From an optimization exercise on the open Yosys and OpenROAD flow, aimed at small area; shortcuts taken in it are not production practice. Only simulation tests tie the RTL to the original design; equivalence was not proved. Power and IR drop assume default switching activity.

==> raven <==
==> flow/design.v <==
`timescale 1ns/1ps
module axi_stream_insert_header #(
parameter DATA_WD = 256,
parameter DATA_BYTE_WD = DATA_WD / 8,
parameter BYTE_CNT_WD = $clog2(DATA_BYTE_WD)
) (
input clk,
input rst_n,
input valid_in,
input [DATA_WD-1 : 0] data_in,
input [DATA_BYTE_WD-1 : 0] keep_in,
input last_in,
output ready_in,
output valid_out,
output [DATA_WD-1 : 0] data_out,
output [DATA_BYTE_WD-1 : 0] keep_out,
output last_out,
input ready_out,
input valid_insert,
input [DATA_WD-1 : 0] data_insert,
input [DATA_BYTE_WD-1 : 0] keep_insert,
input [BYTE_CNT_WD-1 : 0] byte_insert_cnt,
output ready_insert
);
localparam LW = 9;
localparam NB = DATA_BYTE_WD;
localparam W  = NB * LW;
assign ready_in = ready_out;
assign ready_insert = ready_out;
reg valid_s;        
reg mode_r;         
reg kflag;          
reg valid_out_r;
reg [BYTE_CNT_WD-1:0] cnt_r;    
reg [BYTE_CNT_WD-1:0] cnt_n;    
reg acc_r;          
reg rdy_r;          
reg last_out_r;
reg [W-1:0] hi_n;   
reg [W-1:0] lo_n;   
reg [W-1:0] out_r;
wire acc = valid_in & ready_out;
wire hdr = ~valid_s & valid_insert & acc;       
wire en  = acc & (valid_s | valid_insert);      
wire vs_next = (last_in & acc) ? 1'b0 : (valid_insert & acc) ? 1'b1 : valid_s;
wire [W-1:0] in_l, ins_l;
genvar g;
generate for (g = 0; g < NB; g = g + 1) begin : pk
    assign in_l[g*LW +: LW]  = {keep_in[g], data_in[g*8 +: 8]};
    assign ins_l[g*LW +: LW] = {keep_insert[g], data_insert[g*8 +: 8]};
end endgenerate
wire ld      = en | (~valid_s & mode_r);    
wire ld_hold = ~ld;
wire hi_in   = hdr & last_in;               
wire hi_ins  = hdr & ~last_in;              
wire hi_lo   = ld & ~hdr;                   
wire lo_in   = ld & (valid_s | hi_ins);
wire [BYTE_CNT_WD-1:0] ksel = valid_s ? cnt_r : byte_insert_cnt;
always @(posedge clk, negedge rst_n) begin
    if (!rst_n) begin
        valid_s <= 1'b0;
        mode_r <= 1'b0;
        kflag <= 1'b0;
        valid_out_r <= 1'b0;
    end else begin
        valid_s <= vs_next;
        mode_r <= vs_next | valid_s;
        if (en)
            kflag <= keep_in[ksel];
        valid_out_r <= rdy_r & (mode_r ? acc_r : kflag);
    end
end
always @(posedge clk) begin
    acc_r <= acc;
    rdy_r <= ready_out;
    if (hdr) begin
        cnt_r <= byte_insert_cnt;
        cnt_n <= ~byte_insert_cnt;
    end
    last_out_r <= (last_in & acc & ~kflag) | (~mode_r & kflag & rdy_r);
    lo_n <= ~((~lo_n & {W{ld_hold}}) | (in_l & {W{lo_in}}));
    hi_n <= ~((in_l & {W{hi_in}}) | (ins_l & {W{hi_ins}}) |
              (~hi_n & {W{ld_hold}}) | (~lo_n & {W{hi_lo}}));
end
wire [(2*NB-1)*LW-1:0] st [0:BYTE_CNT_WD];
assign st[0] = {hi_n, lo_n[W-1:LW]};
genvar k;
generate for (k = BYTE_CNT_WD-1; k >= 0; k = k - 1) begin : sh
    localparam I = BYTE_CNT_WD-1-k;        
    localparam N = (NB + (1 << k) - 1) * LW;    
    assign st[I+1][N-1:0] = ~((st[I][N + (1 << k)*LW - 1 : (1 << k)*LW] | {N{cnt_n[k]}}) &
                              (st[I][N-1:0]                             | {N{cnt_r[k]}}));
    if (N < (2*NB-1)*LW) begin : pad
        assign st[I+1][(2*NB-1)*LW-1:N] = {((2*NB-1)*LW-N){1'b0}};
    end
end endgenerate
wire [W-1:0] win = (BYTE_CNT_WD % 2) ? st[BYTE_CNT_WD][W-1:0] : ~st[BYTE_CNT_WD][W-1:0];
always @(posedge clk)
    out_r <= win;
generate for (g = 0; g < NB; g = g + 1) begin : upk
    assign data_out[g*8 +: 8] = out_r[g*LW +: 8];
    assign keep_out[g] = out_r[g*LW + 8];
end endgenerate
assign valid_out = valid_out_r;
assign last_out = last_out_r;
endmodule
==> flow/run.sh <==
#!/bin/bash
# synth_recipe.tcl (not shown) runs the flow's synth.tcl, then flattens the netlist and writes it again
# the make line also repeats each setting of config.mk as NAME=value (left out here)
make -C /OpenROAD-flow-scripts/flow DESIGN_CONFIG=/design/flow/config.mk WORK_HOME=/design/flow/orfs CLKGATE_MAP_FILE= SYNTH_SCRIPT=/design/flow/synth_recipe.tcl finish
==> flow/config.mk <==
export PLATFORM = sky130hd
export DESIGN_NAME = axi_stream_insert_header
export DESIGN_NICKNAME = axi_stream_insert_header
export VERILOG_FILES = /design/flow/design.v
export SDC_FILE = /design/flow/constraint.sdc
export NUM_CORES = 4
export LEC_CHECK = 0
export CAP_MARGIN = 20
export CORE_MARGIN = 2
export CORE_UTILIZATION = 25
export CTS_BUF_LIST = sky130_fd_sc_hd__clkbuf_4 sky130_fd_sc_hd__clkbuf_8
export SLEW_MARGIN = 20
==> flow/constraint.sdc <==
create_clock -name core_clock -period 5.0 [get_ports {clk}]
set_input_delay 1.0000 -clock core_clock [delete_from_list [all_inputs] [get_ports {clk}]]
set_output_delay 1.0000 -clock core_clock [all_outputs]
set_load 0.01 [all_outputs]
==> zinc: changes against raven <==
--- a/flow/design.v
+++ b/flow/design.v
@@ -37,6 +37,6 @@
 reg rdy_r;          
 reg last_out_r;
-reg [W-1:0] hi_n;   
-reg [W-1:0] lo_n;   
+reg [W-1:0] m_n;    
+reg [W-1:0] l_n;    
 reg [W-1:0] out_r;
 wire acc = valid_in & ready_out;
@@ -50,10 +50,23 @@
     assign ins_l[g*LW +: LW] = {keep_insert[g], data_insert[g*8 +: 8]};
 end endgenerate
-wire ld      = en | (~valid_s & mode_r);    
-wire ld_hold = ~ld;
-wire hi_in   = hdr & last_in;               
-wire hi_ins  = hdr & ~last_in;              
-wire hi_lo   = ld & ~hdr;                   
-wire lo_in   = ld & (valid_s | hi_ins);
+wire shift  = valid_s & acc;                    
+wire hdr_mb = hdr & ~last_in;                   
+wire hdr_1b = hdr & last_in;                    
+wire ended  = ~valid_s & mode_r & ~hdr;         
+wire m_ld   = shift | hdr | ended;
+wire [BYTE_CNT_WD-1:0] cnt_ld = hdr ? byte_insert_cnt : cnt_r;
+wire [NB-1:0] sel_l_n, sel_ins, sel_in;
+generate for (g = 0; g < NB; g = g + 1) begin : ls
+    wire low = (g <= cnt_ld);
+    assign sel_l_n[g] = ~(low & (shift | ended));
+    assign sel_ins[g] = low & hdr_mb;
+    assign sel_in[g]  = low ? hdr_1b : (shift | hdr_mb);
+end endgenerate
+wire [W-1:0] m_d, l_d;
+axi_stream_insert_header_load #(.NB(NB), .LW(LW)) u_load (
+    .m_n(m_n), .l_n(l_n), .in_l(in_l), .ins_l(ins_l),
+    .m_ld(m_ld), .l_ld(en), .l_hold_n(en),
+    .sel_l_n(sel_l_n), .sel_ins(sel_ins), .sel_in(sel_in),
+    .m_d(m_d), .l_d(l_d));
 wire [BYTE_CNT_WD-1:0] ksel = valid_s ? cnt_r : byte_insert_cnt;
 always @(posedge clk, negedge rst_n) begin
@@ -79,21 +92,17 @@
     end
     last_out_r <= (last_in & acc & ~kflag) | (~mode_r & kflag & rdy_r);
-    lo_n <= ~((~lo_n & {W{ld_hold}}) | (in_l & {W{lo_in}}));
-    hi_n <= ~((in_l & {W{hi_in}}) | (ins_l & {W{hi_ins}}) |
-              (~hi_n & {W{ld_hold}}) | (~lo_n & {W{hi_lo}}));
+    m_n <= m_d;
+    l_n <= l_d;
 end
-wire [(2*NB-1)*LW-1:0] st [0:BYTE_CNT_WD];
-assign st[0] = {hi_n, lo_n[W-1:LW]};
+wire [W-1:0] st [0:BYTE_CNT_WD];
+assign st[0] = {m_n[LW-1:0], m_n[W-1:LW]};
 genvar k;
-generate for (k = BYTE_CNT_WD-1; k >= 0; k = k - 1) begin : sh
-    localparam I = BYTE_CNT_WD-1-k;        
-    localparam N = (NB + (1 << k) - 1) * LW;    
-    assign st[I+1][N-1:0] = ~((st[I][N + (1 << k)*LW - 1 : (1 << k)*LW] | {N{cnt_n[k]}}) &
-                              (st[I][N-1:0]                             | {N{cnt_r[k]}}));
-    if (N < (2*NB-1)*LW) begin : pad
-        assign st[I+1][(2*NB-1)*LW-1:N] = {((2*NB-1)*LW-N){1'b0}};
-    end
+generate for (k = BYTE_CNT_WD-1; k >= 0; k = k - 1) begin : rot
+    localparam I = BYTE_CNT_WD-1-k;
+    localparam S = (1 << k) * LW;
+    wire [W-1:0] r = {st[I][S-1:0], st[I][W-1:S]};
+    assign st[I+1] = ~((r | {W{cnt_n[k]}}) & (st[I] | {W{cnt_r[k]}}));
 end endgenerate
-wire [W-1:0] win = (BYTE_CNT_WD % 2) ? st[BYTE_CNT_WD][W-1:0] : ~st[BYTE_CNT_WD][W-1:0];
+wire [W-1:0] win = (BYTE_CNT_WD % 2) ? st[BYTE_CNT_WD] : ~st[BYTE_CNT_WD];
 always @(posedge clk)
     out_r <= win;
@@ -105,2 +114,46 @@
 assign last_out = last_out_r;
 endmodule
+module axi_stream_insert_header_load #(
+parameter NB = 32,
+parameter LW = 9
+) (
+input [NB*LW-1:0] m_n,
+input [NB*LW-1:0] l_n,
+input [NB*LW-1:0] in_l,
+input [NB*LW-1:0] ins_l,
+input m_ld,
+input l_ld,
+input l_hold_n,
+input [NB-1:0] sel_l_n,
+input [NB-1:0] sel_ins,
+input [NB-1:0] sel_in,
+output [NB*LW-1:0] m_d,
+output [NB*LW-1:0] l_d
+);
+localparam W = NB * LW;
+wire [W-1:0] sel_l_n_w;
+genvar g;
+generate for (g = 0; g < NB; g = g + 1) begin : lx
+    assign sel_l_n_w[g*LW +: LW] = {LW{sel_l_n[g]}};
+end endgenerate
+wire [W-1:0] keep_m = ~((m_n | {W{m_ld}}) & (l_n | sel_l_n_w));
+axi_stream_insert_header_sel #(.NB(NB), .LW(LW)) u_sel (
+    .a(in_l), .sa(sel_in), .b(ins_l), .sb(sel_ins), .c(keep_m), .y(m_d));
+assign l_d = ~((~l_n & ~{W{l_hold_n}}) | (in_l & {W{l_ld}}));
+endmodule
+module axi_stream_insert_header_sel #(
+parameter NB = 32,
+parameter LW = 9
+) (
+input [NB*LW-1:0] a,
+input [NB-1:0] sa,
+input [NB*LW-1:0] b,
+input [NB-1:0] sb,
+input [NB*LW-1:0] c,
+output [NB*LW-1:0] y
+);
+genvar g;
+generate for (g = 0; g < NB; g = g + 1) begin : ln
+    assign y[g*LW +: LW] = ~((a[g*LW +: LW] & {LW{sa[g]}}) | (b[g*LW +: LW] & {LW{sb[g]}}) | c[g*LW +: LW]);
+end endgenerate
+endmodule
==> flow/flow/run.sh (new file) <==
#!/bin/bash
# The standard layout (standard.sh), with two changes to how the layout
# is made: the port buffers use the smallest buffer cell, and clock tree
# synthesis adds no dummy loads, clusters up to 16 registers per leaf buffer
# and builds the tree from clkbuf_4/clkbuf_8.
set -euo pipefail
bash standard.sh \
  "BUFFER_PORTS_ARGS=-buffer_cell sky130_fd_sc_hd__buf_1" \
  "CTS_ARGS=-sink_clustering_enable -repair_clock_nets -dont_use_dummy_load -sink_clustering_size 16 -sink_clustering_max_diameter 100 -buf_list {sky130_fd_sc_hd__clkbuf_4 sky130_fd_sc_hd__clkbuf_8}" \
  finish > standard_flow.log 2>&1
==> flow/standard.sh (new file) <==
#!/bin/bash
# synth_recipe.tcl (not shown) runs the flow's synth.tcl, then flattens the netlist and writes it again
# the make line also repeats each setting of config.mk as NAME=value (left out here)
make -C /OpenROAD-flow-scripts/flow DESIGN_CONFIG=/design/flow/config.mk WORK_HOME=/design/flow/orfs CLKGATE_MAP_FILE= SYNTH_SCRIPT=/design/flow/synth_recipe.tcl "${@:-finish}"
CAP_MARGIN = 35   (was 20)
CORE_UTILIZATION = 45   (was 25)
CTS_BUF_LIST = unset   (was sky130_fd_sc_hd__clkbuf_4 sky130_fd_sc_hd__clkbuf_8)
SLEW_MARGIN = 25   (was 20)
SYNTH_HIERARCHICAL = 1   (was unset)
removed: flow/run.sh
==> juniper: changes against raven <==
--- a/flow/design.v
+++ b/flow/design.v
@@ -37,6 +37,6 @@
 reg rdy_r;          
 reg last_out_r;
-reg [W-1:0] hi_n;   
-reg [W-1:0] lo_n;   
+reg [W-1:0] m_n;    
+reg [W-1:0] l_n;    
 reg [W-1:0] out_r;
 wire acc = valid_in & ready_out;
@@ -50,10 +50,23 @@
     assign ins_l[g*LW +: LW] = {keep_insert[g], data_insert[g*8 +: 8]};
 end endgenerate
-wire ld      = en | (~valid_s & mode_r);    
-wire ld_hold = ~ld;
-wire hi_in   = hdr & last_in;               
-wire hi_ins  = hdr & ~last_in;              
-wire hi_lo   = ld & ~hdr;                   
-wire lo_in   = ld & (valid_s | hi_ins);
+wire shift  = valid_s & acc;                    
+wire hdr_mb = hdr & ~last_in;                   
+wire hdr_1b = hdr & last_in;                    
+wire ended  = ~valid_s & mode_r & ~hdr;         
+wire m_ld   = shift | hdr | ended;
+wire [BYTE_CNT_WD-1:0] cnt_ld = hdr ? byte_insert_cnt : cnt_r;
+wire [NB-1:0] sel_l_n, sel_ins, sel_in;
+generate for (g = 0; g < NB; g = g + 1) begin : ls
+    wire low = (g <= cnt_ld);
+    assign sel_l_n[g] = ~(low & (shift | ended));
+    assign sel_ins[g] = low & hdr_mb;
+    assign sel_in[g]  = low ? hdr_1b : (shift | hdr_mb);
+end endgenerate
+wire [W-1:0] m_d, l_d;
+axi_stream_insert_header_load #(.NB(NB), .LW(LW)) u_load (
+    .m_n(m_n), .l_n(l_n), .in_l(in_l), .ins_l(ins_l),
+    .m_ld(m_ld), .l_ld(en), .l_hold_n(en),
+    .sel_l_n(sel_l_n), .sel_ins(sel_ins), .sel_in(sel_in),
+    .m_d(m_d), .l_d(l_d));
 wire [BYTE_CNT_WD-1:0] ksel = valid_s ? cnt_r : byte_insert_cnt;
 always @(posedge clk, negedge rst_n) begin
@@ -79,21 +92,17 @@
     end
     last_out_r <= (last_in & acc & ~kflag) | (~mode_r & kflag & rdy_r);
-    lo_n <= ~((~lo_n & {W{ld_hold}}) | (in_l & {W{lo_in}}));
-    hi_n <= ~((in_l & {W{hi_in}}) | (ins_l & {W{hi_ins}}) |
-              (~hi_n & {W{ld_hold}}) | (~lo_n & {W{hi_lo}}));
+    m_n <= m_d;
+    l_n <= l_d;
 end
-wire [(2*NB-1)*LW-1:0] st [0:BYTE_CNT_WD];
-assign st[0] = {hi_n, lo_n[W-1:LW]};
+wire [W-1:0] st [0:BYTE_CNT_WD];
+assign st[0] = {m_n[LW-1:0], m_n[W-1:LW]};
 genvar k;
-generate for (k = BYTE_CNT_WD-1; k >= 0; k = k - 1) begin : sh
-    localparam I = BYTE_CNT_WD-1-k;        
-    localparam N = (NB + (1 << k) - 1) * LW;    
-    assign st[I+1][N-1:0] = ~((st[I][N + (1 << k)*LW - 1 : (1 << k)*LW] | {N{cnt_n[k]}}) &
-                              (st[I][N-1:0]                             | {N{cnt_r[k]}}));
-    if (N < (2*NB-1)*LW) begin : pad
-        assign st[I+1][(2*NB-1)*LW-1:N] = {((2*NB-1)*LW-N){1'b0}};
-    end
+generate for (k = BYTE_CNT_WD-1; k >= 0; k = k - 1) begin : rot
+    localparam I = BYTE_CNT_WD-1-k;
+    localparam S = (1 << k) * LW;
+    wire [W-1:0] r = {st[I][S-1:0], st[I][W-1:S]};
+    assign st[I+1] = ~((r | {W{cnt_n[k]}}) & (st[I] | {W{cnt_r[k]}}));
 end endgenerate
-wire [W-1:0] win = (BYTE_CNT_WD % 2) ? st[BYTE_CNT_WD][W-1:0] : ~st[BYTE_CNT_WD][W-1:0];
+wire [W-1:0] win = (BYTE_CNT_WD % 2) ? st[BYTE_CNT_WD] : ~st[BYTE_CNT_WD];
 always @(posedge clk)
     out_r <= win;
@@ -105,2 +114,46 @@
 assign last_out = last_out_r;
 endmodule
+module axi_stream_insert_header_load #(
+parameter NB = 32,
+parameter LW = 9
+) (
+input [NB*LW-1:0] m_n,
+input [NB*LW-1:0] l_n,
+input [NB*LW-1:0] in_l,
+input [NB*LW-1:0] ins_l,
+input m_ld,
+input l_ld,
+input l_hold_n,
+input [NB-1:0] sel_l_n,
+input [NB-1:0] sel_ins,
+input [NB-1:0] sel_in,
+output [NB*LW-1:0] m_d,
+output [NB*LW-1:0] l_d
+);
+localparam W = NB * LW;
+wire [W-1:0] sel_l_n_w;
+genvar g;
+generate for (g = 0; g < NB; g = g + 1) begin : lx
+    assign sel_l_n_w[g*LW +: LW] = {LW{sel_l_n[g]}};
+end endgenerate
+wire [W-1:0] keep_m = ~((m_n | {W{m_ld}}) & (l_n | sel_l_n_w));
+axi_stream_insert_header_sel #(.NB(NB), .LW(LW)) u_sel (
+    .a(in_l), .sa(sel_in), .b(ins_l), .sb(sel_ins), .c(keep_m), .y(m_d));
+assign l_d = ~((~l_n & ~{W{l_hold_n}}) | (in_l & {W{l_ld}}));
+endmodule
+module axi_stream_insert_header_sel #(
+parameter NB = 32,
+parameter LW = 9
+) (
+input [NB*LW-1:0] a,
+input [NB-1:0] sa,
+input [NB*LW-1:0] b,
+input [NB-1:0] sb,
+input [NB*LW-1:0] c,
+output [NB*LW-1:0] y
+);
+genvar g;
+generate for (g = 0; g < NB; g = g + 1) begin : ln
+    assign y[g*LW +: LW] = ~((a[g*LW +: LW] & {LW{sa[g]}}) | (b[g*LW +: LW] & {LW{sb[g]}}) | c[g*LW +: LW]);
+end endgenerate
+endmodule
CAP_MARGIN = 30   (was 20)
CORE_UTILIZATION = 45   (was 25)
CTS_CLUSTER_DIAMETER = 80   (was unset)
CTS_CLUSTER_SIZE = 12   (was unset)
SLEW_MARGIN = 25   (was 20)
SYNTH_HIERARCHICAL = 1   (was unset)
==> notes <==
- Routed wire length: raven > juniper > zinc.
- Clock skew, lowest first: juniper, raven, zinc.
- The lowest first-iteration DRC count belongs to raven, the highest to juniper.
- Critical path depth is the same in raven and zinc.
- Register-to-register slack: juniper < raven < zinc.
- The lowest fmax belongs to juniper, the highest to zinc.
- Against raven, the count of clock-buffer cells in the layout of juniper is lower by 152.
- Sequential share of layout area: raven < juniper < zinc.
==> figures <==
item	zinc	juniper	raven
Clk network pwr share	11.7%	12.9%	27.8%
Run status	finished clean	finished clean	finished clean
Top cell type's share of synthesized area	45.84%	45.84%	41.79%
Syn_nets	4600	4600	5603
Final std cells w/o fill	5678	5703	8026
Combinational share of power	47.7%	49.6%	34.1%
Share of final layout cell area taken by clock buffers and inverters	2.155%	2.808%	6.234%
Area taken by flip-flops and latches	0.01773 sq mm	0.01773 sq mm	0.01776 sq mm
Maximum number of pins on one net before global-route repair	266	259	213
Sum of internal, switching and leakage power	29530 uW	31980 uW	27400 uW
DP Worst Slack	741.7 ps	204.1 ps	1243 ps
Largest stage delay, worst path	720 ps	730 ps	980 ps
Critical path class	reg2reg	in2reg	reg2reg
Met2 track utilization from global routing	70.57%	72.11%	49.60%
Number of clock buffers inserted by TritonCTS	66	85	161
Power density relative to cell area	700.7 mW/mm^2	667.7 mW/mm^2	487.9 mW/mm^2
Post-synthesis simple-gate area fraction	1.863%	1.863%	8.480%

[static timing again, ports no longer ideal]
Ports are ideal in the flow. The routed layouts listed here were re-timed in OpenROAD.
Step 1 sets driving cells, clkbuf_16 on the clock port and buf_2 on the other inputs (assumed; they add their load-dependent delay and slew).
Step 2 adds t to the input delays and takes it off the output delays; t is the mean of the earliest and latest rising clock arrival at the registers after step 1. Input paths then give back, and output paths get back, about the clock's delay inside the block.
a / b / c = ideal ports / drivers / drivers and shift; a / b = the first two.
run | t, ns | setup WS [ns] | worst hold slack (ns) | worst slew at a driven data input, ns | pins driven straight from the clock port
raven | 1.022 | 0.977 / 0.977 / 0.977 | 0.284 / 0.231 / 0.469 | 0.16 | 1
zinc | 0.790 | 1.332 / 1.332 / 0.619 | 0.128 / 0.129 / 0.474 | 0.14 | 1
juniper | 0.820 | 0.768 / 0.779 / -0.041 | 0.476 / 0.476 / 0.476 | 0.10 | 1
With both steps, setup timing fails in juniper, where it was met with ideal ports. For juniper, which loses most, drivers alone change the setup slack by +0.011 ns; drivers and shift together by -0.809 ns.
